From an optimization exercise on the open Yosys and OpenROAD flow, aimed at small area; shortcuts taken in it are not production practice. Only simulation tests tie the RTL to the original design; equivalence was not proved. The flow treats the clock pin as an ideal source. Dropping or thinning the clock tree relies on that and would not hold on a real chip. Power figures rest on the tool's default switching activity, not on a simulated workload.

## odd_detector
module odd_detector(
    input wire clk,
    input wire reset,
    input wire [7:0] integers,
    input wire [7:0] N,
    input wire latch_in,
    output wire [7:0] out_value,
    output wire ready
    );
==> module odd_detector, before the edit <==
module odd_detector(
    input wire clk,
    input wire reset,
    input wire [7:0] integers,
    input wire [7:0] N,
    input wire latch_in,
    output wire [7:0] out_value,
    output wire ready
    );
    wire sync_latch_in;
    wire [7:0] sync_integers;
    wire [7:0] sync_N;
    synchronizer #(.WIDTH(17)) in_sync(
        .clk(clk),
        .asynclk({latch_in, N, integers}),
        .syn_clk({sync_latch_in, sync_N, sync_integers}));
    reg latch_d_reg;         
    reg [7:0] left_reg;      
    reg [7:0] xor_reg;       
    wire latch_edge = sync_latch_in & ~latch_d_reg;
    wire idle = (left_reg == 8'd0);
    wire first = idle & latch_edge;      
    wire [7:0] left_cur = left_reg | (sync_N & {8{first}});
    wire [7:0] left_next = left_cur - {7'd0, latch_edge};
    wire [7:0] xor_next = (xor_reg & ~{8{first}}) ^ (sync_integers & {8{latch_edge}});
    assign out_value = xor_next;
    assign ready = latch_edge & (left_cur == 8'd1);
    always @(posedge clk) begin
        latch_d_reg <= sync_latch_in;
        xor_reg <= xor_next;
    end
    always @(posedge clk) begin
        if (reset)
            left_reg <= 8'd0;
        else
            left_reg <= left_next;
    end
endmodule
==> flow/config.mk <==
export PLATFORM = sky130hd
export DESIGN_NAME = odd_detector
export DESIGN_NICKNAME = odd_detector
export VERILOG_FILES = /design/flow/design.v
export SDC_FILE = /design/flow/constraint.sdc
export NUM_CORES = 8
export LEC_CHECK = 0
export CAP_MARGIN = 20
export CORE_MARGIN = 2
export CORE_UTILIZATION = 30
export SLEW_MARGIN = 40
==> flow/constraint.sdc <==
create_clock -name core_clock -period 10.0 [get_ports {clk}]
set_input_delay 2.0000 -clock core_clock [delete_from_list [all_inputs] [get_ports {clk}]]
set_output_delay 2.0000 -clock core_clock [all_outputs]
set_load 0.01 [all_outputs]
standard.sh (not shown) runs the stock make flow with config.mk's settings and CLKGATE_MAP_FILE= SYNTH_SCRIPT=/design/flow/synth_recipe.tcl, a recipe that flattens the netlist after the stock synthesis.
==> flow/flow/run.sh <==
#!/bin/bash
# The standard layout (standard.sh) with these changes:
# - synthesis: ABC maps the logic with the area script in area.abc, and Yosys
#   does not extract half/full adders first (ADDER_MAP_FILE empty); the
#   flip-flops are mapped before either step, so they keep the standard
#   synthesis's cells and names;
# - every port gets the smallest buffer, sky130_fd_sc_hd__buf_1;
set -euo pipefail
work=$PWD
flow=$work/flow
export AREA_ABC_SCRIPT=$flow/area.abc
export FLOW_SYNTH_TCL=$work/synth_recipe.tcl
export BUFFER_PORTS_ARGS="-buffer_cell sky130_fd_sc_hd__buf_1"
export PRE_CTS_TCL=$flow/clock_tree.tcl
export CLOCK_PORT_NAME=clk
export CLOCK_BUFFER_CELL=sky130_fd_sc_hd__buf_4
export CLOCK_BUFFER_BIG_CELL=sky130_fd_sc_hd__buf_6
export CLOCK_SLEW_TARGET_NS=0.112
sed -e "s#SYNTH_SCRIPT=[^ ]*#SYNTH_SCRIPT=$flow/synth.tcl ADDER_MAP_FILE=#" standard.sh > run_standard.sh
grep -q "SYNTH_SCRIPT=$flow/synth.tcl ADDER_MAP_FILE=" run_standard.sh
bash run_standard.sh > standard.log 2>&1
Other scripts of this flow, unchanged in this note and not shown: flow/flow/area.abc, flow/flow/clock_tree.tcl, flow/flow/synth.tcl
Next try:
--- a/flow/design.v
+++ b/flow/design.v
@@ -42,13 +42,13 @@
     assign out_value = xor_next;
     assign ready = latch_edge & (left_cur == 8'd1);
     always @(posedge clk) begin
         latch_d_reg <= sync_latch_in;
         xor_reg <= xor_next;
     end
-    always @(posedge clk) begin
+    always @(posedge clk, posedge reset) begin
         if (reset)
             left_reg <= 8'd0;
         else
             left_reg <= left_next;
     end
 endmodule
=> The new run passed the timing, design-rule and antenna checks; global-route usage increases by 0.93 points; cell area increases by 1.5%; first-iteration DRC count decreases by 18%; fmax decreases by 0.97%; die area increases by 1.1%; final cell count decreases by 3.5%; synthesized area increases by 1.2%; worst hold slack improved by 6.5 ps; core utilization increases by 0.30 points; total power increases by 9.9%; via count decreases by 0.36%.
No run of this note takes its clock network from TritonCTS; it comes from the design's own scripts or RTL.

==> static timing again, ports no longer ideal <==
The flow's constraints put no driver on any port. The routed layouts listed below were extracted and timed again, unchanged, in two steps.
Step 1 sets driving cells, clkbuf_16 on the clock port and buf_2 on the other inputs (assumed; they add their load-dependent delay and slew).
Step 2 moves the port delays by t, midway between the first and last clock arrival at a register: inputs arrive t later, outputs are due t later. That takes back most of the time a late clock gives input paths.
a / b / c = no drivers / after step 1 / after step 2; a / b = the first two.
run	t, ns	setup WS [ns]	worst hold slack (ns)	worst setup path after step 2
the first run	0.182	5.996 / 5.954 / 6.137	0.331 / 0.331 / 0.331	register to output
the second run	0.173	5.957 / 5.909 / 6.082	0.338 / 0.338 / 0.338	register to output
After both steps every run listed still meets setup and hold.
